From an optimization exercise on the open Yosys and OpenROAD flow, aimed at small area, a short achievable clock period and few clock cycles; shortcuts taken in it are not production practice.
Where RTL was checked, it was by simulation tests only, not by an equivalence proof against the original.
Function not checked in run 2: the RTL went through the layout flow alone.

==> design/flow/flow/run.sh <==
#!/bin/bash
# The standard layout (the standard.sh), with plain buffers on the ports
# instead of delay buffers. The tools' output goes to standard.log here and to
# the ORFS logs under orfs/logs/.
export BUFFER_PORTS_ARGS="-buffer_cell sky130_fd_sc_hd__buf_2"
bash standard.sh > standard.log 2>&1
==> design/flow/standard.sh <==
#!/bin/bash
# synth_recipe.tcl (not shown) runs the flow's synth.tcl, then flattens the netlist and writes it again
# the make line also repeats each setting of config.mk as NAME=value (left out here)
make -C /OpenROAD-flow-scripts/flow DESIGN_CONFIG=/design/flow/config.mk WORK_HOME=/design/flow/orfs CLKGATE_MAP_FILE= SYNTH_SCRIPT=/design/flow/synth_recipe.tcl "${@:-finish}"
==> design/flow/config.mk <==
export PLATFORM = sky130hd
export DESIGN_NAME = PSE
export DESIGN_NICKNAME = PSE
export VERILOG_FILES = /design/flow/design.v
export SDC_FILE = /design/flow/constraint.sdc
export NUM_CORES = 4
export LEC_CHECK = 0
export CAP_MARGIN = 20
export CORE_MARGIN = 2
export CORE_UTILIZATION = 40
export SETUP_SLACK_MARGIN = 4.0
export SLEW_MARGIN = 20
==> design/flow/constraint.sdc <==
create_clock -name core_clock -period 11.0 [get_ports {clk}]
set_input_delay 2.2000 -clock core_clock [delete_from_list [all_inputs] [get_ports {clk}]]
set_output_delay 2.2000 -clock core_clock [all_outputs]
set_load 0.01 [all_outputs]
==> design/flow/design.v <==
module cross_calculator(x0, y0, x1, y1, pos);
input  [10:0] x0;
input  [10:0] y0;
input  [10:0] x1;
input  [10:0] y1;
output        pos;
wire pp1 = x0[0] & y1[0];
wire pp2 = x0[0] & y1[1];
wire pp3 = x0[0] & y1[2];
wire pp4 = x0[0] & y1[3];
wire pp5 = x0[0] & y1[4];
wire pp6 = x0[0] & y1[5];
wire pp7 = x0[0] & y1[6];
wire pp8 = x0[0] & y1[7];
wire pp9 = x0[0] & y1[8];
wire pp10 = x0[0] & y1[9];
wire pp11 = ~(x0[0] & y1[10]);
wire pp12 = x0[1] & y1[0];
wire pp13 = x0[1] & y1[1];
wire pp14 = x0[1] & y1[2];
wire pp15 = x0[1] & y1[3];
wire pp16 = x0[1] & y1[4];
wire pp17 = x0[1] & y1[5];
wire pp18 = x0[1] & y1[6];
wire pp19 = x0[1] & y1[7];
wire pp20 = x0[1] & y1[8];
wire pp21 = x0[1] & y1[9];
wire pp22 = ~(x0[1] & y1[10]);
wire pp23 = x0[2] & y1[0];
wire pp24 = x0[2] & y1[1];
wire pp25 = x0[2] & y1[2];
wire pp26 = x0[2] & y1[3];
wire pp27 = x0[2] & y1[4];
wire pp28 = x0[2] & y1[5];
wire pp29 = x0[2] & y1[6];
wire pp30 = x0[2] & y1[7];
wire pp31 = x0[2] & y1[8];
wire pp32 = x0[2] & y1[9];
wire pp33 = ~(x0[2] & y1[10]);
wire pp34 = x0[3] & y1[0];
wire pp35 = x0[3] & y1[1];
wire pp36 = x0[3] & y1[2];
wire pp37 = x0[3] & y1[3];
wire pp38 = x0[3] & y1[4];
wire pp39 = x0[3] & y1[5];
wire pp40 = x0[3] & y1[6];
wire pp41 = x0[3] & y1[7];
wire pp42 = x0[3] & y1[8];
wire pp43 = x0[3] & y1[9];
wire pp44 = ~(x0[3] & y1[10]);
wire pp45 = x0[4] & y1[0];
wire pp46 = x0[4] & y1[1];
wire pp47 = x0[4] & y1[2];
wire pp48 = x0[4] & y1[3];
wire pp49 = x0[4] & y1[4];
wire pp50 = x0[4] & y1[5];
wire pp51 = x0[4] & y1[6];
wire pp52 = x0[4] & y1[7];
wire pp53 = x0[4] & y1[8];
wire pp54 = x0[4] & y1[9];
wire pp55 = ~(x0[4] & y1[10]);
wire pp56 = x0[5] & y1[0];
wire pp57 = x0[5] & y1[1];
wire pp58 = x0[5] & y1[2];
wire pp59 = x0[5] & y1[3];
wire pp60 = x0[5] & y1[4];
wire pp61 = x0[5] & y1[5];
wire pp62 = x0[5] & y1[6];
wire pp63 = x0[5] & y1[7];
wire pp64 = x0[5] & y1[8];
wire pp65 = x0[5] & y1[9];
wire pp66 = ~(x0[5] & y1[10]);
wire pp67 = x0[6] & y1[0];
wire pp68 = x0[6] & y1[1];
wire pp69 = x0[6] & y1[2];
wire pp70 = x0[6] & y1[3];
wire pp71 = x0[6] & y1[4];
wire pp72 = x0[6] & y1[5];
wire pp73 = x0[6] & y1[6];
wire pp74 = x0[6] & y1[7];
wire pp75 = x0[6] & y1[8];
wire pp76 = x0[6] & y1[9];
wire pp77 = ~(x0[6] & y1[10]);
wire pp78 = x0[7] & y1[0];
wire pp79 = x0[7] & y1[1];
wire pp80 = x0[7] & y1[2];
wire pp81 = x0[7] & y1[3];
wire pp82 = x0[7] & y1[4];
wire pp83 = x0[7] & y1[5];
wire pp84 = x0[7] & y1[6];
wire pp85 = x0[7] & y1[7];
wire pp86 = x0[7] & y1[8];
wire pp87 = x0[7] & y1[9];
wire pp88 = ~(x0[7] & y1[10]);
wire pp89 = x0[8] & y1[0];
wire pp90 = x0[8] & y1[1];
wire pp91 = x0[8] & y1[2];
wire pp92 = x0[8] & y1[3];
wire pp93 = x0[8] & y1[4];
wire pp94 = x0[8] & y1[5];
wire pp95 = x0[8] & y1[6];
wire pp96 = x0[8] & y1[7];
wire pp97 = x0[8] & y1[8];
wire pp98 = x0[8] & y1[9];
wire pp99 = ~(x0[8] & y1[10]);
wire pp100 = x0[9] & y1[0];
wire pp101 = x0[9] & y1[1];
wire pp102 = x0[9] & y1[2];
wire pp103 = x0[9] & y1[3];
wire pp104 = x0[9] & y1[4];
wire pp105 = x0[9] & y1[5];
wire pp106 = x0[9] & y1[6];
wire pp107 = x0[9] & y1[7];
wire pp108 = x0[9] & y1[8];
wire pp109 = x0[9] & y1[9];
wire pp110 = ~(x0[9] & y1[10]);
wire pp111 = ~(x0[10] & y1[0]);
wire pp112 = ~(x0[10] & y1[1]);
wire pp113 = ~(x0[10] & y1[2]);
wire pp114 = ~(x0[10] & y1[3]);
wire pp115 = ~(x0[10] & y1[4]);
wire pp116 = ~(x0[10] & y1[5]);
wire pp117 = ~(x0[10] & y1[6]);
wire pp118 = ~(x0[10] & y1[7]);
wire pp119 = ~(x0[10] & y1[8]);
wire pp120 = ~(x0[10] & y1[9]);
wire pp121 = x0[10] & y1[10];
wire pp122 = ~(y0[0] & x1[0]);
wire pp123 = ~(y0[0] & x1[1]);
wire pp124 = ~(y0[0] & x1[2]);
wire pp125 = ~(y0[0] & x1[3]);
wire pp126 = ~(y0[0] & x1[4]);
wire pp127 = ~(y0[0] & x1[5]);
wire pp128 = ~(y0[0] & x1[6]);
wire pp129 = ~(y0[0] & x1[7]);
wire pp130 = ~(y0[0] & x1[8]);
wire pp131 = ~(y0[0] & x1[9]);
wire pp132 = y0[0] & x1[10];
wire pp133 = ~(y0[1] & x1[0]);
wire pp134 = ~(y0[1] & x1[1]);
wire pp135 = ~(y0[1] & x1[2]);
wire pp136 = ~(y0[1] & x1[3]);
wire pp137 = ~(y0[1] & x1[4]);
wire pp138 = ~(y0[1] & x1[5]);
wire pp139 = ~(y0[1] & x1[6]);
wire pp140 = ~(y0[1] & x1[7]);
wire pp141 = ~(y0[1] & x1[8]);
wire pp142 = ~(y0[1] & x1[9]);
wire pp143 = y0[1] & x1[10];
wire pp144 = ~(y0[2] & x1[0]);
wire pp145 = ~(y0[2] & x1[1]);
wire pp146 = ~(y0[2] & x1[2]);
wire pp147 = ~(y0[2] & x1[3]);
wire pp148 = ~(y0[2] & x1[4]);
wire pp149 = ~(y0[2] & x1[5]);
wire pp150 = ~(y0[2] & x1[6]);
wire pp151 = ~(y0[2] & x1[7]);
wire pp152 = ~(y0[2] & x1[8]);
wire pp153 = ~(y0[2] & x1[9]);
wire pp154 = y0[2] & x1[10];
wire pp155 = ~(y0[3] & x1[0]);
wire pp156 = ~(y0[3] & x1[1]);
wire pp157 = ~(y0[3] & x1[2]);
wire pp158 = ~(y0[3] & x1[3]);
wire pp159 = ~(y0[3] & x1[4]);
wire pp160 = ~(y0[3] & x1[5]);
wire pp161 = ~(y0[3] & x1[6]);
wire pp162 = ~(y0[3] & x1[7]);
wire pp163 = ~(y0[3] & x1[8]);
wire pp164 = ~(y0[3] & x1[9]);
wire pp165 = y0[3] & x1[10];
wire pp166 = ~(y0[4] & x1[0]);
wire pp167 = ~(y0[4] & x1[1]);
wire pp168 = ~(y0[4] & x1[2]);
wire pp169 = ~(y0[4] & x1[3]);
wire pp170 = ~(y0[4] & x1[4]);
wire pp171 = ~(y0[4] & x1[5]);
wire pp172 = ~(y0[4] & x1[6]);
wire pp173 = ~(y0[4] & x1[7]);
wire pp174 = ~(y0[4] & x1[8]);
wire pp175 = ~(y0[4] & x1[9]);
wire pp176 = y0[4] & x1[10];
wire pp177 = ~(y0[5] & x1[0]);
wire pp178 = ~(y0[5] & x1[1]);
wire pp179 = ~(y0[5] & x1[2]);
wire pp180 = ~(y0[5] & x1[3]);
wire pp181 = ~(y0[5] & x1[4]);
wire pp182 = ~(y0[5] & x1[5]);
wire pp183 = ~(y0[5] & x1[6]);
wire pp184 = ~(y0[5] & x1[7]);
wire pp185 = ~(y0[5] & x1[8]);
wire pp186 = ~(y0[5] & x1[9]);
wire pp187 = y0[5] & x1[10];
wire pp188 = ~(y0[6] & x1[0]);
wire pp189 = ~(y0[6] & x1[1]);
wire pp190 = ~(y0[6] & x1[2]);
wire pp191 = ~(y0[6] & x1[3]);
wire pp192 = ~(y0[6] & x1[4]);
wire pp193 = ~(y0[6] & x1[5]);
wire pp194 = ~(y0[6] & x1[6]);
wire pp195 = ~(y0[6] & x1[7]);
wire pp196 = ~(y0[6] & x1[8]);
wire pp197 = ~(y0[6] & x1[9]);
wire pp198 = y0[6] & x1[10];
wire pp199 = ~(y0[7] & x1[0]);
wire pp200 = ~(y0[7] & x1[1]);
wire pp201 = ~(y0[7] & x1[2]);
wire pp202 = ~(y0[7] & x1[3]);
wire pp203 = ~(y0[7] & x1[4]);
wire pp204 = ~(y0[7] & x1[5]);
wire pp205 = ~(y0[7] & x1[6]);
wire pp206 = ~(y0[7] & x1[7]);
wire pp207 = ~(y0[7] & x1[8]);
wire pp208 = ~(y0[7] & x1[9]);
wire pp209 = y0[7] & x1[10];
wire pp210 = ~(y0[8] & x1[0]);
wire pp211 = ~(y0[8] & x1[1]);
wire pp212 = ~(y0[8] & x1[2]);
wire pp213 = ~(y0[8] & x1[3]);
wire pp214 = ~(y0[8] & x1[4]);
wire pp215 = ~(y0[8] & x1[5]);
wire pp216 = ~(y0[8] & x1[6]);
wire pp217 = ~(y0[8] & x1[7]);
wire pp218 = ~(y0[8] & x1[8]);
wire pp219 = ~(y0[8] & x1[9]);
wire pp220 = y0[8] & x1[10];
wire pp221 = ~(y0[9] & x1[0]);
wire pp222 = ~(y0[9] & x1[1]);
wire pp223 = ~(y0[9] & x1[2]);
wire pp224 = ~(y0[9] & x1[3]);
wire pp225 = ~(y0[9] & x1[4]);
wire pp226 = ~(y0[9] & x1[5]);
wire pp227 = ~(y0[9] & x1[6]);
wire pp228 = ~(y0[9] & x1[7]);
wire pp229 = ~(y0[9] & x1[8]);
wire pp230 = ~(y0[9] & x1[9]);
wire pp231 = y0[9] & x1[10];
wire pp232 = y0[10] & x1[0];
wire pp233 = y0[10] & x1[1];
wire pp234 = y0[10] & x1[2];
wire pp235 = y0[10] & x1[3];
wire pp236 = y0[10] & x1[4];
wire pp237 = y0[10] & x1[5];
wire pp238 = y0[10] & x1[6];
wire pp239 = y0[10] & x1[7];
wire pp240 = y0[10] & x1[8];
wire pp241 = y0[10] & x1[9];
wire pp242 = ~(y0[10] & x1[10]);
wire s243, c244;
assign {c244, s243} = pp10 + pp20 + pp30;
wire s245, c246;
assign {c246, s245} = pp11 + pp21 + pp31;
wire s247, c248;
assign {c248, s247} = pp41 + pp51 + pp61;
wire s249, c250;
assign {c250, s249} = pp71 + pp81;
wire s251, c252;
assign {c252, s251} = pp22 + pp32 + pp42;
wire s253, c254;
assign {c254, s253} = pp52 + pp62 + pp72;
wire s255, c256;
assign {c256, s255} = pp82 + pp92;
wire s257, c258;
assign {c258, s257} = pp33 + pp43 + pp53;
wire s259, c260;
assign {c260, s259} = pp7 + pp17 + pp27;
wire s261, c262;
assign {c262, s261} = pp8 + pp18 + pp28;
wire s263, c264;
assign {c264, s263} = pp38 + pp48 + pp58;
wire s265, c266;
assign {c266, s265} = pp68 + pp78;
wire s267, c268;
assign {c268, s267} = pp9 + pp19 + pp29;
wire s269, c270;
assign {c270, s269} = pp39 + pp49 + pp59;
wire s271, c272;
assign {c272, s271} = pp69 + pp79 + pp89;
wire s273, c274;
assign {c274, s273} = pp130 + pp140 + pp150;
wire s275, c276;
assign {c276, s275} = pp160 + pp170;
wire s277, c278;
assign {c278, s277} = pp40 + pp50 + pp60;
wire s279, c280;
assign {c280, s279} = pp70 + pp80 + pp90;
wire s281, c282;
assign {c282, s281} = pp100 + pp131 + pp141;
wire s283, c284;
assign {c284, s283} = pp151 + pp161 + pp171;
wire s285, c286;
assign {c286, s285} = pp181 + pp191 + pp201;
wire s287, c288;
assign {c288, s287} = pp211 + pp221;
wire s289, c290;
assign {c290, s289} = pp91 + pp101 + pp111;
wire s291, c292;
assign {c292, s291} = pp132 + pp142 + pp152;
wire s293, c294;
assign {c294, s293} = pp162 + pp172 + pp182;
wire s295, c296;
assign {c296, s295} = pp192 + pp202 + pp212;
wire s297, c298;
assign {c298, s297} = pp222 + pp232 + c244;
wire s299, c300;
assign {c300, s299} = s245 + s247 + s249;
wire s301, c302;
assign {c302, s301} = pp102 + pp112 + pp143;
wire s303, c304;
assign {c304, s303} = pp153 + pp163 + pp173;
wire s305, c306;
assign {c306, s305} = pp183 + pp193 + pp203;
wire s307, c308;
assign {c308, s307} = pp213 + pp223 + pp233;
wire s309, c310;
assign {c310, s309} = c246 + c248 + c250;
wire s311, c312;
assign {c312, s311} = s251 + s253 + s255;
wire s313, c314;
assign {c314, s313} = pp63 + pp73 + pp83;
wire s315, c316;
assign {c316, s315} = pp93 + pp103 + pp113;
wire s317, c318;
assign {c318, s317} = pp154 + pp164 + pp174;
wire s319, c320;
assign {c320, s319} = pp184 + pp194 + pp204;
wire s321, c322;
assign {c322, s321} = pp214 + pp224 + pp234;
wire s323, c324;
assign {c324, s323} = c252 + c254 + c256;
wire s325, c326;
assign {c326, s325} = pp44 + pp54 + pp64;
wire s327, c328;
assign {c328, s327} = pp74 + pp84 + pp94;
wire s329, c330;
assign {c330, s329} = pp104 + pp114 + pp165;
wire s331, c332;
assign {c332, s331} = pp175 + pp185 + pp195;
wire s333, c334;
assign {c334, s333} = pp205 + pp215 + pp225;
wire s335, c336;
assign {c336, s335} = pp55 + pp65 + pp75;
wire s337, c338;
assign {c338, s337} = pp85 + pp95 + pp105;
wire s339, c340;
assign {c340, s339} = pp115 + pp176 + pp186;
wire s341, c342;
assign {c342, s341} = pp66 + pp76 + pp86;
wire s343, c344;
assign {c344, s343} = pp5 + pp15 + pp25;
wire s345, c346;
assign {c346, s345} = pp6 + pp16 + pp26;
wire s347, c348;
assign {c348, s347} = pp36 + pp46 + pp56;
wire s349, c350;
assign {c350, s349} = pp127 + pp137;
wire s351, c352;
assign {c352, s351} = pp37 + pp47 + pp57;
wire s353, c354;
assign {c354, s353} = pp67 + pp128 + pp138;
wire s355, c356;
assign {c356, s355} = pp148 + pp158 + pp168;
wire s357, c358;
assign {c358, s357} = pp178 + pp188;
wire s359, c360;
assign {c360, s359} = pp129 + pp139 + pp149;
wire s361, c362;
assign {c362, s361} = pp159 + pp169 + pp179;
wire s363, c364;
assign {c364, s363} = pp189 + pp199 + c260;
wire s365, c366;
assign {c366, s365} = s261 + s263 + s265;
wire s367, c368;
assign {c368, s367} = pp180 + pp190 + pp200;
wire s369, c370;
assign {c370, s369} = pp210 + c262 + c264;
wire s371, c372;
assign {c372, s371} = c266 + s267 + s269;
wire s373, c374;
assign {c374, s373} = s271 + s273 + s275;
wire s375, c376;
assign {c376, s375} = s243 + c268 + c270;
wire s377, c378;
assign {c378, s377} = c272 + c274 + c276;
wire s379, c380;
assign {c380, s379} = s277 + s279 + s281;
wire s381, c382;
assign {c382, s381} = s283 + s285 + s287;
wire s383, c384;
assign {c384, s383} = c278 + c280 + c282;
wire s385, c386;
assign {c386, s385} = c284 + c286 + c288;
wire s387, c388;
assign {c388, s387} = s289 + s291 + s293;
wire s389, c390;
assign {c390, s389} = s295 + s297 + s299;
wire s391, c392;
assign {c392, s391} = c290 + c292 + c294;
wire s393, c394;
assign {c394, s393} = c296 + c298 + c300;
wire s395, c396;
assign {c396, s395} = s301 + s303 + s305;
wire s397, c398;
assign {c398, s397} = s307 + s309 + s311;
wire s399, c400;
assign {c400, s399} = s257 + c302 + c304;
wire s401, c402;
assign {c402, s401} = c306 + c308 + c310;
wire s403, c404;
assign {c404, s403} = c312 + s313 + s315;
wire s405, c406;
assign {c406, s405} = s317 + s319 + s321;
wire s407, c408;
assign {c408, s407} = pp235 + c258 + c314;
wire s409, c410;
assign {c410, s409} = c316 + c318 + c320;
wire s411, c412;
assign {c412, s411} = c322 + c324 + s325;
wire s413, c414;
assign {c414, s413} = s327 + s329 + s331;
wire s415, c416;
assign {c416, s415} = pp196 + pp206 + pp216;
wire s417, c418;
assign {c418, s417} = pp226 + pp236 + c326;
wire s419, c420;
assign {c420, s419} = c328 + c330 + c332;
wire s421, c422;
assign {c422, s421} = c334 + s335 + s337;
wire s423, c424;
assign {c424, s423} = pp96 + pp106 + pp116;
wire s425, c426;
assign {c426, s425} = pp187 + pp197 + pp207;
wire s427, c428;
assign {c428, s427} = pp217 + pp227 + pp237;
wire s429, c430;
assign {c430, s429} = c336 + c338 + c340;
wire s431, c432;
assign {c432, s431} = pp77 + pp87 + pp97;
wire s433, c434;
assign {c434, s433} = pp107 + pp117 + pp198;
wire s435, c436;
assign {c436, s435} = pp208 + pp218 + pp228;
wire s437, c438;
assign {c438, s437} = pp88 + pp98 + pp108;
wire s439, c440;
assign {c440, s439} = pp3 + pp13;
wire s441, c442;
assign {c442, s441} = pp4 + pp14 + pp24;
wire s443, c444;
assign {c444, s443} = pp34 + pp125 + pp135;
wire s445, c446;
assign {c446, s445} = pp35 + pp45 + pp126;
wire s447, c448;
assign {c448, s447} = pp136 + pp146 + pp156;
wire s449, c450;
assign {c450, s449} = pp166 + s343;
wire s451, c452;
assign {c452, s451} = pp147 + pp157 + pp167;
wire s453, c454;
assign {c454, s453} = pp177 + c344 + s345;
wire s455 = ~(s347 ^ s349);
wire c456 = s347 | s349;
wire s457, c458;
assign {c458, s457} = s259 + c346 + c348;
wire s459, c460;
assign {c460, s459} = c350 + s351 + s353;
wire s461 = ~(s355 ^ s357);
wire c462 = s355 | s357;
wire s463, c464;
assign {c464, s463} = c352 + c354 + c356;
wire s465, c466;
assign {c466, s465} = c358 + s359 + s361;
wire s467 = ~(s363 ^ s365);
wire c468 = s363 | s365;
wire s469, c470;
assign {c470, s469} = c360 + c362 + c364;
wire s471, c472;
assign {c472, s471} = c366 + s367 + s369;
wire s473 = ~(s371 ^ s373);
wire c474 = s371 | s373;
wire s475, c476;
assign {c476, s475} = c368 + c370 + c372;
wire s477, c478;
assign {c478, s477} = c374 + s375 + s377;
wire s479 = ~(s379 ^ s381);
wire c480 = s379 | s381;
wire s481, c482;
assign {c482, s481} = c376 + c378 + c380;
wire s483, c484;
assign {c484, s483} = c382 + s383 + s385;
wire s485 = ~(s387 ^ s389);
wire c486 = s387 | s389;
wire s487, c488;
assign {c488, s487} = c384 + c386 + c388;
wire s489, c490;
assign {c490, s489} = c390 + s391 + s393;
wire s491 = ~(s395 ^ s397);
wire c492 = s395 | s397;
wire s493, c494;
assign {c494, s493} = s323 + c392 + c394;
wire s495, c496;
assign {c496, s495} = c396 + c398 + s399;
wire s497, c498;
assign {c498, s497} = s401 + s403 + s405;
wire s499, c500;
assign {c500, s499} = s333 + c400 + c402;
wire s501, c502;
assign {c502, s501} = c404 + c406 + s407;
wire s503, c504;
assign {c504, s503} = s409 + s411 + s413;
wire s505, c506;
assign {c506, s505} = s339 + c408 + c410;
wire s507, c508;
assign {c508, s507} = c412 + c414 + s415;
wire s509, c510;
assign {c510, s509} = s417 + s419 + s421;
wire s511, c512;
assign {c512, s511} = s341 + c416 + c418;
wire s513, c514;
assign {c514, s513} = c420 + c422 + s423;
wire s515, c516;
assign {c516, s515} = s425 + s427 + s429;
wire s517, c518;
assign {c518, s517} = pp238 + c342 + c424;
wire s519, c520;
assign {c520, s519} = c426 + c428 + c430;
wire s521, c522;
assign {c522, s521} = s431 + s433 + s435;
wire s523, c524;
assign {c524, s523} = pp118 + pp209 + pp219;
wire s525, c526;
assign {c526, s525} = pp229 + pp239 + c432;
wire s527, c528;
assign {c528, s527} = c434 + c436 + s437;
wire s529, c530;
assign {c530, s529} = pp99 + pp109 + pp119;
wire s531, c532;
assign {c532, s531} = pp220 + pp230 + pp240;
wire s533, c534;
assign {c534, s533} = pp2 + pp12;
wire s535, c536;
assign {c536, s535} = pp23 + pp124 + pp134;
wire s537, c538;
assign {c538, s537} = pp144 + s439;
wire s539, c540;
assign {c540, s539} = pp145 + pp155 + c440;
wire s541 = ~(s441 ^ s443);
wire c542 = s441 | s443;
wire s543, c544;
assign {c544, s543} = c442 + c444 + s445;
wire s545 = ~(s447 ^ s449);
wire c546 = s447 | s449;
wire s547, c548;
assign {c548, s547} = c446 + c448 + c450;
wire s549, c550;
assign {c550, s549} = s451 + s453 + s455;
wire s551, c552;
assign {c552, s551} = c452 + c454 + c456;
wire s553, c554;
assign {c554, s553} = s457 + s459 + s461;
wire s555, c556;
assign {c556, s555} = c458 + c460 + c462;
wire s557, c558;
assign {c558, s557} = s463 + s465 + s467;
wire s559, c560;
assign {c560, s559} = c464 + c466 + c468;
wire s561, c562;
assign {c562, s561} = s469 + s471 + s473;
wire s563, c564;
assign {c564, s563} = c470 + c472 + c474;
wire s565, c566;
assign {c566, s565} = s475 + s477 + s479;
wire s567, c568;
assign {c568, s567} = c476 + c478 + c480;
wire s569, c570;
assign {c570, s569} = s481 + s483 + s485;
wire s571, c572;
assign {c572, s571} = c482 + c484 + c486;
wire s573, c574;
assign {c574, s573} = s487 + s489 + s491;
wire s575, c576;
assign {c576, s575} = c488 + c490 + c492;
wire s577, c578;
assign {c578, s577} = s493 + s495 + s497;
wire s579, c580;
assign {c580, s579} = c494 + c496 + c498;
wire s581, c582;
assign {c582, s581} = s499 + s501 + s503;
wire s583, c584;
assign {c584, s583} = c500 + c502 + c504;
wire s585, c586;
assign {c586, s585} = s505 + s507 + s509;
wire s587, c588;
assign {c588, s587} = c506 + c508 + c510;
wire s589, c590;
assign {c590, s589} = s511 + s513 + s515;
wire s591, c592;
assign {c592, s591} = c512 + c514 + c516;
wire s593, c594;
assign {c594, s593} = s517 + s519 + s521;
wire s595, c596;
assign {c596, s595} = c518 + c520 + c522;
wire s597, c598;
assign {c598, s597} = s523 + s525 + s527;
wire s599, c600;
assign {c600, s599} = c438 + c524 + c526;
wire s601, c602;
assign {c602, s601} = c528 + s529 + s531;
wire s603, c604;
assign {c604, s603} = pp110 + pp120 + pp231;
wire s605, c606;
assign {c606, s605} = pp241 + c530 + c532;
wire s607, c608;
assign {c608, s607} = pp123 + pp133;
wire s609, c610;
assign {c610, s609} = c534 + s535 + s537;
wire s611, c612;
assign {c612, s611} = c536 + c538 + s539;
wire s613, c614;
assign {c614, s613} = c540 + c542 + s543;
wire s615, c616;
assign {c616, s615} = c544 + c546 + s547;
wire s617, c618;
assign {c618, s617} = c548 + c550 + s551;
wire s619, c620;
assign {c620, s619} = c552 + c554 + s555;
wire s621, c622;
assign {c622, s621} = c556 + c558 + s559;
wire s623, c624;
assign {c624, s623} = c560 + c562 + s563;
wire s625, c626;
assign {c626, s625} = c564 + c566 + s567;
wire s627, c628;
assign {c628, s627} = c568 + c570 + s571;
wire s629, c630;
assign {c630, s629} = c572 + c574 + s575;
wire s631, c632;
assign {c632, s631} = c576 + c578 + s579;
wire s633, c634;
assign {c634, s633} = c580 + c582 + s583;
wire s635, c636;
assign {c636, s635} = c584 + c586 + s587;
wire s637, c638;
assign {c638, s637} = c588 + c590 + s591;
wire s639, c640;
assign {c640, s639} = c592 + c594 + s595;
wire s641, c642;
assign {c642, s641} = c596 + c598 + s599;
wire s643, c644;
assign {c644, s643} = c600 + c602 + s603;
wire s645, c646;
assign {c646, s645} = pp121 + pp242 + c604;
wire s647, c648;
assign {c648, s647} = pp1 + pp122;
wire s649 = ~(s533 ^ s607);
wire c650 = s533 | s607;
wire s651 = ~(c608 ^ s609);
wire c652 = c608 | s609;
wire s653, c654;
assign {c654, s653} = s541 + c610 + s611;
wire s655, c656;
assign {c656, s655} = s545 + c612 + s613;
wire s657, c658;
assign {c658, s657} = s549 + c614 + s615;
wire s659, c660;
assign {c660, s659} = s553 + c616 + s617;
wire s661, c662;
assign {c662, s661} = s557 + c618 + s619;
wire s663, c664;
assign {c664, s663} = s561 + c620 + s621;
wire s665, c666;
assign {c666, s665} = s565 + c622 + s623;
wire s667, c668;
assign {c668, s667} = s569 + c624 + s625;
wire s669, c670;
assign {c670, s669} = s573 + c626 + s627;
wire s671, c672;
assign {c672, s671} = s577 + c628 + s629;
wire s673, c674;
assign {c674, s673} = s581 + c630 + s631;
wire s675, c676;
assign {c676, s675} = s585 + c632 + s633;
wire s677, c678;
assign {c678, s677} = s589 + c634 + s635;
wire s679, c680;
assign {c680, s679} = s593 + c636 + s637;
wire s681, c682;
assign {c682, s681} = s597 + c638 + s639;
wire s683, c684;
assign {c684, s683} = s601 + c640 + s641;
wire s685, c686;
assign {c686, s685} = s605 + c642 + s643;
wire s687, c688;
assign {c688, s687} = c606 + c644 + s645;
wire [21:0] ra = {c646, c686, c684, c682, c680, c678, c676, c674, c672, c670, c668, c666, c664, c662, c660, c658, c656, c654, c652, c650, c648, s647};
wire [21:0] rb = {c688, s687, s685, s683, s681, s679, s677, s675, s673, s671, s669, s667, s665, s663, s661, s659, s657, s655, s653, s651, s649, 1'b1};
wire [21:0] sum = ra + rb;
assign pos = ~sum[21];
endmodule
module PSE ( clk,
			reset,
			Xin,
			Yin,
			point_num,
			valid,
			Xout,
			Yout);
input        clk;
input        reset;
input [9:0]  Xin;
input [9:0]  Yin;
input [2:0]  point_num;
output       valid;
output [9:0] Xout;
output [9:0] Yout;
reg  [3:0] cyc;
wire [2:0] n = point_num;    
reg  [9:0] p0x, p0y;
reg  [10:0] sx1, sy1, sx2, sy2, sx3, sy3, sx4, sy4, sx5, sy5;
reg  [3:0] xs;          
reg  [3:0] ys;          
reg  [4:0] osel;        
reg        vld;
reg        c12, c13, c23, b5first;
reg        mg;          
reg  [1:0] ia;          
reg  [1:0] ib;          
wire c;   
wire [10:0] ax = ({11{xs[0]}} & sx1) | ({11{xs[1]}} & sx2) | ({11{xs[2]}} & sx3) | ({11{xs[3]}} & sx4);
wire [10:0] ay = ({11{xs[0]}} & sy1) | ({11{xs[1]}} & sy2) | ({11{xs[2]}} & sy3) | ({11{xs[3]}} & sy4);
wire [10:0] bx = ({11{ys[0]}} & sx2) | ({11{ys[1]}} & sx3) | ({11{ys[2]}} & sx4) | ({11{ys[3]}} & sx5);
wire [10:0] by = ({11{ys[0]}} & sy2) | ({11{ys[1]}} & sy3) | ({11{ys[2]}} & sy4) | ({11{ys[3]}} & sy5);
cross_calculator CC(.x0(ax), .y0(ay), .x1(bx), .y1(by), .pos(c));
wire big = n[2] & (n[1] | n[0]);           
reg  [3:0] start;       
reg  [3:0] stop;        
always @(*) begin
	case (n)
		3'd3:    begin start = 4'd3; stop = 4'd5;  end
		3'd4:    begin start = 4'd4; stop = 4'd7;  end
		3'd5:    begin start = 4'd6; stop = 4'd10; end
		default: begin start = 4'd7; stop = 4'd12; end
	endcase
end
wire pre  = (cyc == start - 4'd1);         
function [3:0] headA;    
	input [1:0] k;
	input x12, x13, x23;
	input [2:0] nn;
	reg [1:0] r1, r2, r3;
	begin
		if (nn == 3'd3) begin
			r1 = 2'd0; r2 = 2'd3; r3 = 2'd3;
		end else if (nn == 3'd4) begin
			r1 = {1'b0, x12}; r2 = {1'b0, ~x12}; r3 = 2'd3;
		end else begin
			r1 = {1'b0, x12} + {1'b0, x13};
			r2 = {1'b0, ~x12} + {1'b0, x23};
			r3 = {1'b0, ~x13} + {1'b0, ~x23};
		end
		headA = {1'b0, r3 == k, r2 == k, r1 == k};
	end
endfunction
function [3:0] headB;
	input       k;
	input       b5;
	input [2:0] nn;
	begin
		case (nn)
			3'd3: headB = 4'b0001;
			3'd4: headB = 4'b0010;
			3'd5: headB = 4'b0100;
			default: headB = (k ^ b5) ? 4'b1000 : 4'b0100;
		endcase
	end
endfunction
wire [4:0] xslot = {1'b0, xs};
wire [4:0] yslot = {ys, 1'b0};
reg [3:0] xs_n [0:1];
reg [3:0] ys_n [0:1];
reg [4:0] osel_n [0:1];
reg       vld_n [0:1];
reg       mg_n [0:1];
reg [1:0] ia_n [0:1];
reg [1:0] ib_n [0:1];
reg       c12_n [0:1], c13_n [0:1], c23_n [0:1], b5_n [0:1];
reg [1:0] sizeA;
reg [1:0] sizeB;
reg       aLeft, bLeft;
reg       takeB;
integer v;
always @(*) begin
	sizeA = big ? 2'd3 : (n == 3'd4 ? 2'd2 : 2'd1);
	sizeB = (n == 3'd6) ? 2'd2 : 2'd1;
	aLeft = (ia < sizeA);
	bLeft = (ib < sizeB);
	for (v = 0; v < 2; v = v + 1) begin
		c12_n[v] = (cyc == 4'd3) ? v[0] : c12;
		c13_n[v] = (cyc == 4'd4) ? v[0] : c13;
		c23_n[v] = (cyc == 4'd5) ? v[0] : c23;
		b5_n[v]  = (cyc == 4'd6) ? v[0] : b5first;
		xs_n[v] = 4'b0000;
		ys_n[v] = 4'b0000;
		osel_n[v] = 5'b00000;
		vld_n[v] = 1'b0;
		mg_n[v] = 1'b0;
		ia_n[v] = 2'd0;
		ib_n[v] = 2'd0;
		takeB = bLeft & (~aLeft | v[0]);
		if (mg) begin
			vld_n[v] = 1'b1;
			osel_n[v] = takeB ? yslot : xslot;
			ia_n[v] = takeB ? ia : ia + 2'd1;
			ib_n[v] = takeB ? ib + 2'd1 : ib;
			mg_n[v] = (cyc != stop - 4'd1);
			xs_n[v] = headA(ia_n[v], c12, c13, c23, n);
			ys_n[v] = headB(ib_n[v][0], b5first, n);
		end else if (pre) begin
			vld_n[v] = 1'b1;
			mg_n[v] = 1'b1;
			xs_n[v] = headA(2'd0, c12_n[v], c13_n[v], c23_n[v], n);
			ys_n[v] = headB(1'b0, b5_n[v], n);
		end else begin
			case (cyc)
				4'd2: begin xs_n[v] = 4'b0001; ys_n[v] = 4'b0001; end   
				4'd3: begin xs_n[v] = 4'b0001; ys_n[v] = 4'b0010; end   
				4'd4: begin xs_n[v] = 4'b0010; ys_n[v] = 4'b0010; end   
				4'd5: begin xs_n[v] = 4'b1000; ys_n[v] = 4'b1000; end   
				default: ;
			endcase
		end
	end
end
always @(posedge clk or posedge reset) begin
	if (reset) begin
		cyc <= 4'd0;
		vld <= 1'b0;
		mg  <= 1'b0;
	end else begin
		cyc <= (cyc == stop) ? 4'd0 : cyc + 4'd1;
		vld <= (cyc != 4'd0) & (c ? vld_n[1] : vld_n[0]);
		mg  <= (cyc != 4'd0) & (c ? mg_n[1] : mg_n[0]);
	end
end
always @(posedge clk) begin
	if (cyc == 4'd0) begin
		p0x <= Xin;
		p0y <= Yin;
	end
	if (cyc == 4'd1) begin sx1 <= {1'b0, Xin} - {1'b0, p0x}; sy1 <= {1'b0, Yin} - {1'b0, p0y}; end
	if (cyc == 4'd2) begin sx2 <= {1'b0, Xin} - {1'b0, p0x}; sy2 <= {1'b0, Yin} - {1'b0, p0y}; end
	if (cyc == 4'd3) begin sx3 <= {1'b0, Xin} - {1'b0, p0x}; sy3 <= {1'b0, Yin} - {1'b0, p0y}; end
	if (cyc == 4'd4) begin sx4 <= {1'b0, Xin} - {1'b0, p0x}; sy4 <= {1'b0, Yin} - {1'b0, p0y}; end
	if (cyc == 4'd5) begin sx5 <= {1'b0, Xin} - {1'b0, p0x}; sy5 <= {1'b0, Yin} - {1'b0, p0y}; end
	xs    <= c ? xs_n[1] : xs_n[0];
	ys    <= c ? ys_n[1] : ys_n[0];
	osel  <= c ? osel_n[1] : osel_n[0];
	ia    <= c ? ia_n[1] : ia_n[0];
	ib    <= c ? ib_n[1] : ib_n[0];
	c12 <= c12_n[c];
	c13 <= c13_n[c];
	c23 <= c23_n[c];
	b5first <= b5_n[c];
end
wire [9:0] ovx = ({10{osel[0]}} & sx1[9:0]) | ({10{osel[1]}} & sx2[9:0]) | ({10{osel[2]}} & sx3[9:0])
               | ({10{osel[3]}} & sx4[9:0]) | ({10{osel[4]}} & sx5[9:0]);
wire [9:0] ovy = ({10{osel[0]}} & sy1[9:0]) | ({10{osel[1]}} & sy2[9:0]) | ({10{osel[2]}} & sy3[9:0])
               | ({10{osel[3]}} & sy4[9:0]) | ({10{osel[4]}} & sy5[9:0]);
assign valid = vld;
assign Xout = ovx + p0x;
assign Yout = ovy + p0y;
endmodule
==> results of run 1 <==
[synthesized netlist by cell type (17+ instances only)]
cell type and n:
edfxtp_1 135, nor2_1 166, nand2b_1 17, nand2_1 147
xnor2_1 32, xor2_1 19, and2_1 21, o21ai_0 27
a22o_1 22, clkbuf_1 63, inv_1 192, ha_1 98
fa_1 203, a222oi_1 20, a221oi_1 23, a22oi_1 66
a21oi_1 55, or2_2 25
[area by class of cell]
cell class / count / area share [%]
multi-input cells: 1082 / 58.11
flip-flops and latches: 157 / 26.70
inverters: 193 / 4.268
well taps: 511 / 3.760
repair buffers: 92 / 3.657
clock buffers: 17 / 2.502
clock inverters: 15 / 1.008
[critical path, stage by stage, from the launching register on]
cell,delay [ps]
dfxtp_4,440
a22o_1,260
a221oi_2,220
buf_4,200
nor2_1,70
fa_1,540
inv_1,60
fa_1,460
fa_1,530
fa_1,470
fa_1,480
fa_1,520
fa_1,540
inv_1,40
ha_1,320
a21oi_1,170
nand3_1,140
nand2_1,150
o211a_1,280
xor2_4,200
inv_2,110
a311oi_1,250
o22ai_1,120
[metal layers]
metal / share of wire, % / global-route usage, %
met1: 42 / 29.62
met2: 46 / 35.83
met3: 8.0 / 4.523
met4: 3.6 / 9.191
met5: 0 / 0
[through the flow]
stage,hold WS (ps),std cells,utilization [%]
floorplan,515.9,1502,-
detailed placement,584.4,2024,43.03
global route,618.6,2067,45.14
finish,585.8,2067,45.14
global placement,574.0,2024,43.03
CTS,592.8,2058,44.72
[kinds of logic (layout without fill, tap and decap cells)]
family | after synthesis | in the layout
adder cells (fa/ha/maj) | 301 | 301
buffers and inverters | 263 | 317
multiplexers | 5 | 5
XOR/XNOR | 51 | 51
AND/OR/NAND/NOR | 458 | 458
flip-flops | 157 | 157
AO/OA/AOI/OAI | 267 | 267
[worst min-delay path by stage]
| stage | endpoint | from | cells past startpoint | slack, ps |
|---|---|---|---|---|
| after global placement | cyc[0] | cyc[0] | 1 | 570 |
| after detailed placement | cyc[0] | cyc[0] | 1 | 580 |
| after global routing | cyc[0] | cyc[0] | 1 | 620 |
| after CTS | cyc[0] | cyc[0] | 1 | 590 |
| final | cyc[0] | cyc[0] | 1 | 590 |
| after floorplan | cyc[0] | cyc[0] | 1 | 520 |
[timing repair]
item                                    CTS  global route
cloned                                    0             1
gates resized for setup                   7            21
endpoints found under the setup margin   19            19
pin swaps                                 1             2
setup buffers                             2             8
==> metrics.yaml, run 1 <==
placement:
  place_area_um2: 16210
  gp_congestion: 0.9452
  pre_cts_ws_ps: 3339
  dp_hpwl_um: 32300
  port_buffers: 45
timing:
  fin_tns_setup_ps: 0
  rsz0062_at_grt: "false"
  finalCritPeriodShare_pct: 60.76
  relSlewSlack_pct: 38.84
  hold_viol: 0
  setup_viol: 0
  clock_skew_ps: 6.456
  layout_min_cycle_time_ps: 6683
  setup_ws_ps: 4317
  fmaxAchievable_mhz: 149.6
  tightest_slew_ps: 911.2
  slew_violations: 0
logic_synthesis:
  async_reset_ff_share_pct: 3.822
  synth_fp_nets: 1828
  synth.distinct_cells: 64
  yosys_warnings: 12
  synth_seq_cells: 157
  synth-main-ff-cell: "edfxtp_1"
  synth_xor_xnor_area_share_pct: 2.916
  avgSynthCellArea_um2: 10.20
  synthSimpleGateAreaFrac_pct: 13.62
  synth_fa_ha_area_share_pct: 34.53
  synth_compound_area_share_pct: 12.59
  syn_inst: 1502
  yosys.area.top_type: "fa_1"
  ys_seq_area_share_pct: 29.53
  synth_top_family_by_area: "adder cells"
  netlist_area_um2: 15320
  ys_top_cells_by_area: "fa_1 (27%), edfxtp_1 (26%), ha_1 (8.0%)"
  synth_edf_count: 135
  synth_top_area_share_pct: 26.53
  synth.area.mux_share_pct: 0.3349
run_status:
  status: "finished clean"
clock_tree:
  cts_max_level: 4
  cts_buffers: 17
  cts.sinks: 157
  ctsHoldBuffers: 0
  clk_path_buf_depth: 2
  clkTransAtPathRegs_ps: 60
  cts_tree: "done"
  insertion_delay_ps: 430
  cts_root_buf: "clkbuf_16"
routing:
  wl_per_cell_um: 20.60
  drc_errors: 0
  drt_iter0_drc: 1284
  wirelength_um: 42580
  first_pass_iters: 6
  antenna_left: 0
  vias_per_cell: 5.630
  dr_total_vias: 11638
final_layout:
  drive_above_1_share_pct: 10.93
  seq_area_um2: 4539
  multi_input_area_um2: 9879
  final_area_um2: 17000
  mostFrequentLayoutCell: "fa_1"
  diodes: 0
  fin_nets: 1869
  area_delta_synth_final_pct: 10.99
  nFillCells: 3572
  final_cell_mix: "fa_1 (203), inv_1 (191), nor2_1 (166)"
floorplan:
  initial_utilization_pct: 40.67
  row_count: 71
  ios: 46
  coreArea_um2: 37670
  die_y_um: 199.7
  die_area_um2: 39880
  fp.dieW_um: 199.7
grt:
  antenna_found_initial: 0
  grt_max_degree: 29
  grt_pass1_vias: 12058
  gr-total-overflow: 0
  grt_usage_pct: 22.32
  grt_pass1_wl_um: 66900
critical_path:
  crit_path_max_fanout: 23
  path_class: "flop to flop"
  endpoint_kind: "flop"
  arrival_ps: 6990
  critPathLaunch: "ys[1]"
  worst-r2r-setup-slack_ps: 4320
  r2r-start: "ys[1]"
  r2r_cells: 22
  rr_endpoint: "xs[1]"
  worst_setup_path_start_kind: "flop"
  worstPathRequired_ps: 11300
  cp-endpoint: "xs[1]"
hold_path:
  worst_hold_path_type: "flop to flop"
flow_run:
  maxCapViolations: 0
Testbench counts, summed over its fixed seeds: cycles 22,671.
==> run 2, diff against run 1 <==
--- a/design/flow/design.v
+++ b/design/flow/design.v
@@ -716,3 +716,3 @@
 reg  [3:0] cyc;
-wire [2:0] n = point_num;    
+reg  [2:0] n;
 reg  [9:0] p0x, p0y;
@@ -728,2 +728,3 @@
 wire c;   
+wire [10:0] ux, uy;
 wire [10:0] ax = ({11{xs[0]}} & sx1) | ({11{xs[1]}} & sx2) | ({11{xs[2]}} & sx3) | ({11{xs[3]}} & sx4);
@@ -734,12 +735,4 @@
 wire big = n[2] & (n[1] | n[0]);           
-reg  [3:0] start;       
-reg  [3:0] stop;        
-always @(*) begin
-	case (n)
-		3'd3:    begin start = 4'd3; stop = 4'd5;  end
-		3'd4:    begin start = 4'd4; stop = 4'd7;  end
-		3'd5:    begin start = 4'd6; stop = 4'd10; end
-		default: begin start = 4'd7; stop = 4'd12; end
-	endcase
-end
+wire [3:0] start = big ? {1'b0, n} + 4'd1 : {1'b0, n};    
+wire [3:0] stop  = start + {1'b0, n} - 4'd1;              
 wire pre  = (cyc == start - 4'd1);         
@@ -848,8 +841,9 @@
 		p0y <= Yin;
+		n   <= point_num;
 	end
-	if (cyc == 4'd1) begin sx1 <= {1'b0, Xin} - {1'b0, p0x}; sy1 <= {1'b0, Yin} - {1'b0, p0y}; end
-	if (cyc == 4'd2) begin sx2 <= {1'b0, Xin} - {1'b0, p0x}; sy2 <= {1'b0, Yin} - {1'b0, p0y}; end
-	if (cyc == 4'd3) begin sx3 <= {1'b0, Xin} - {1'b0, p0x}; sy3 <= {1'b0, Yin} - {1'b0, p0y}; end
-	if (cyc == 4'd4) begin sx4 <= {1'b0, Xin} - {1'b0, p0x}; sy4 <= {1'b0, Yin} - {1'b0, p0y}; end
-	if (cyc == 4'd5) begin sx5 <= {1'b0, Xin} - {1'b0, p0x}; sy5 <= {1'b0, Yin} - {1'b0, p0y}; end
+	if (cyc == 4'd1) begin sx1 <= ux; sy1 <= uy; end
+	if (cyc == 4'd2) begin sx2 <= ux; sy2 <= uy; end
+	if (cyc == 4'd3) begin sx3 <= ux; sy3 <= uy; end
+	if (cyc == 4'd4) begin sx4 <= ux; sy4 <= uy; end
+	if (cyc == 4'd5) begin sx5 <= ux; sy5 <= uy; end
 	xs    <= c ? xs_n[1] : xs_n[0];
@@ -868,5 +862,7 @@
                | ({10{osel[3]}} & sy4[9:0]) | ({10{osel[4]}} & sy5[9:0]);
+assign ux = (vld ? {1'b0, ovx} : {1'b0, Xin}) + ({1'b0, p0x} ^ {11{~vld}}) + {10'd0, ~vld};
+assign uy = (vld ? {1'b0, ovy} : {1'b0, Yin}) + ({1'b0, p0y} ^ {11{~vld}}) + {10'd0, ~vld};
 assign valid = vld;
-assign Xout = ovx + p0x;
-assign Yout = ovy + p0y;
+assign Xout = ux[9:0];
+assign Yout = uy[9:0];
 endmodule
==> design/flow/run.sh (new file) <==
#!/bin/bash
# synth_recipe.tcl (not shown) runs the flow's synth.tcl, then flattens the netlist and writes it again
# the make line also repeats each setting of config.mk as NAME=value (left out here)
make -C /OpenROAD-flow-scripts/flow DESIGN_CONFIG=/design/flow/config.mk WORK_HOME=/design/flow/orfs CLKGATE_MAP_FILE= SYNTH_SCRIPT=/design/flow/synth_recipe.tcl finish
removed: design/flow/flow/run.sh
removed: design/flow/standard.sh
==> run 2 against run 1 <==
Compared with the run above:
- area after synthesis up 0.81%
- core utilization up 1.2 points
- maximum frequency down 6.1%
- design area up 3.1%
- final cell count down 0.19%
- largest cell class unchanged
- clock-buffer cell count unchanged
- worst setup slack worse by 430 ps
==> metrics.yaml, run 2 <==
clock_tree:
  cts_max_level: 4
  ctsHoldBuffers: 0
  clk_path_buf_depth: 2
  insertion_delay_ps: 430
  cts_tree: "done"
  clkTransAtPathRegs_ps: 70
  cts_buffers: 17
  cts_root_buf: "clkbuf_16"
  cts.sinks: 160
placement:
  pre_cts_ws_ps: 3371
  place_area_um2: 16440
  port_buffers: 45
  numPlacedInstances: 2010
  dp_hpwl_um: 32870
  gp_congestion: 0.9419
hold_path:
  whs_endpoint: "osel[3]"
  holdPathStages: 2
  hp-start: "xs[3]"
  worst_hold_path_type: "flop to flop"
logic_synthesis:
  syn_inst: 1502
  yosys_warnings: 12
  synth_fa_ha_area_share_pct: 33.15
  async_reset_ff_share_pct: 3.750
  synth_xor_xnor_area_share_pct: 3.346
  synth_fp_nets: 1815
  synth_top_family_by_area: "adder cells"
  ys_top_cells_by_area: "edfxtp_1 (27%), fa_1 (26%), ha_1 (7.0%)"
  synthSimpleGateAreaFrac_pct: 13.31
  yosys.area.top_type: "edfxtp_1"
  yosysMostFrequentCell: "fa_1"
  synth-main-ff-cell: "edfxtp_1"
  avgSynthCellArea_um2: 10.28
  synth.distinct_cells: 66
  synth_seq_cells: 160
  synth.area.mux_share_pct: 0.7535
  synth_compound_area_share_pct: 12.72
  ys_seq_area_share_pct: 29.88
  synth_top_area_share_pct: 26.83
  synthTopCellsByCount: "fa_1 (202), nor2_1 (195), inv_1 (172)"
  synth_edf_count: 138
  netlist_area_um2: 15440
floorplan:
  die_y_um: 200.5
  row_count: 71
  ios: 46
  fp.dieW_um: 200.5
  coreArea_um2: 37840
  die_area_um2: 40200
  initial_utilization_pct: 40.81
critical_path:
  r2r-start: "xs[1]"
  r2r_cells: 24
  arrival_ps: 4920
  worst-r2r-setup-slack_ps: 4190
  crit_path_max_fanout: 6
  rr_endpoint: "ys[3]"
  worstPathRequired_ps: 8800
  endpoint_kind: "output pin"
  path_class: "input pin to output pin"
  worst_setup_path_start_kind: "input pin"
final_layout:
  final_util_pct: 46.33
  final_area_um2: 17530
  mostFrequentLayoutCell: "fa_1"
  fin_nets: 1852
  drive_above_1_share_pct: 11.98
  instances_no_fill: 2063
  final_cell_mix: "fa_1 (198), nor2_1 (195), inv_1 (172)"
  diodes: 0
  area_delta_synth_final_pct: 13.54
routing:
  wl_per_cell_um: 21.48
  first_pass_iters: 8
  antenna_left: 0
  drc_errors: 0
  dr_total_vias: 11720
  drt_iter0_drc: 1277
  wirelength_um: 44320
  vias_per_cell: 5.681
timing:
  tightest_slew_ps: 823.2
  fin_tns_setup_ps: 0
  setup_ws_ps: 3885
  fin_hold_ws_ps: 534.5
  finalCritPeriodShare_pct: 64.68
  layout_min_cycle_time_ps: 7115
  setup_viol: 0
  rsz0062_at_grt: "true"
  hold_viol: 0
  clock_skew_ps: 9.592
  slew_violations: 0
  fmaxAchievable_mhz: 140.5
  relSlewSlack_pct: 45.12
grt:
  grt_pass1_wl_um: 68440
  antenna_found_initial: 0
  grt_max_degree: 62
  grt_pass1_vias: 12069
  gr-total-overflow: 0
  grt_usage_pct: 22.06
run_status:
  status: "finished clean"
flow_run:
  maxCapViolations: 0
## run 2: cell count changes after synthesis, moves of 9 or more
| cell | before | now |
|---|---|---|
| buf_4 | 0 | 20 |
| ha_1 | 98 | 86 |
| xor2_1 | 19 | 10 |
| nor2_1 | 166 | 195 |
| a31oi_1 | 6 | 23 |
| a21oi_1 | 55 | 41 |
| nand2b_1 | 17 | 27 |
| nand3_1 | 16 | 7 |
| or2_2 | 25 | 12 |
| inv_1 | 192 | 172 |
| xnor2_1 | 32 | 49 |
| nand2_1 | 147 | 129 |
## run 2: final cells by class
cell class / count / area (um^2)
clock buffers: 17 / 425.4
flip-flops and latches: 160 / 4634
clock inverters: 15 / 125.1
fillers: 3601 / 20310
repair buffers: 106 / 953.4
well taps: 511 / 639.4
inverters: 172 / 645.6
multi-input cells: 1082 / 10110
## run 2: cell families after synthesis
family                     Yosys count
AOI/OAI and AO/OA                  269
buffers and inverters              260
and+or+nand+nor                    456
DFF                                160
xor gates and xnor gates            59
adders and majority gates          288
muxes                               10
## run 2: worst max path at each step
stage / startpoint / to
after detailed placement: Xin[1] / Xout[9]
after global routing: Xin[1] / Xout[8]
after floorplan: ys[0] / ys[3]
final: Xin[0] / Xout[8]
after global placement: Xin[1] / Xout[9]
after CTS: Xin[1] / Xout[9]
## run 2: repair_timing
item                       in CTS  in global routing
hold endpoints to repair        0                  0
setup endpoints to repair      33                 31
pin swaps                       7                 16
gates cloned                    0                  1
resized for setup              41                 59
buffers inserted               13                  7
## run 2: layer usage
layer | routed length (um) | global-route usage (%) | vias to the layer above
li1 | - | - | 5206
met1 | 18810 | 29.97 | 5911
met2 | 20680 | 36.12 | 518
met3 | 3427 | 3.344 | 85
met5 | 0 | 0 | -
met4 | 1402 | 7.672 | 0
## run 2: worst max-delay path: stages
cell and delay (ps):
clkdlybuf4s50_1 460, nor3_2 220, nor2_1 90, fa_1 400
a21o_1 190, a21oi_2 240, o21bai_1 140, a21oi_2 230
o21a_1 240, xnor2_2 180, dlygate4sd2_1 310

[separate check: timing with driven ports]
How much do the figures lean on ideal ports? The routed layouts below were timed once more, with nothing changed but the port constraints. Step 1: set_driving_cell puts a clkbuf_16 on clk and a buf_2 on each other input, an assumption about the parent block. Step 2, shift: input delay + t, output delay - t, t = (earliest + latest rising clock arrival at the registers) / 2. This alone moves slack from input paths to output paths. Slacks: ideal ports / drivers / drivers and shift; pairs: ideal ports / drivers.
run	shift t [ns]	setup slack, ns	worst setup path after step 2	latest minus earliest clock arrival (ns)
run 1	0.474	4.317 / 4.317 / 4.317	register to register	0.009 / 0.008
run 2	0.478	3.885 / 3.860 / 3.860	input to output	0.011 / 0.010
After both steps setup and hold are still met in every run listed. For run 2, which loses most, drivers alone change the setup slack by -0.025 ns; drivers and shift together by -0.025 ns.
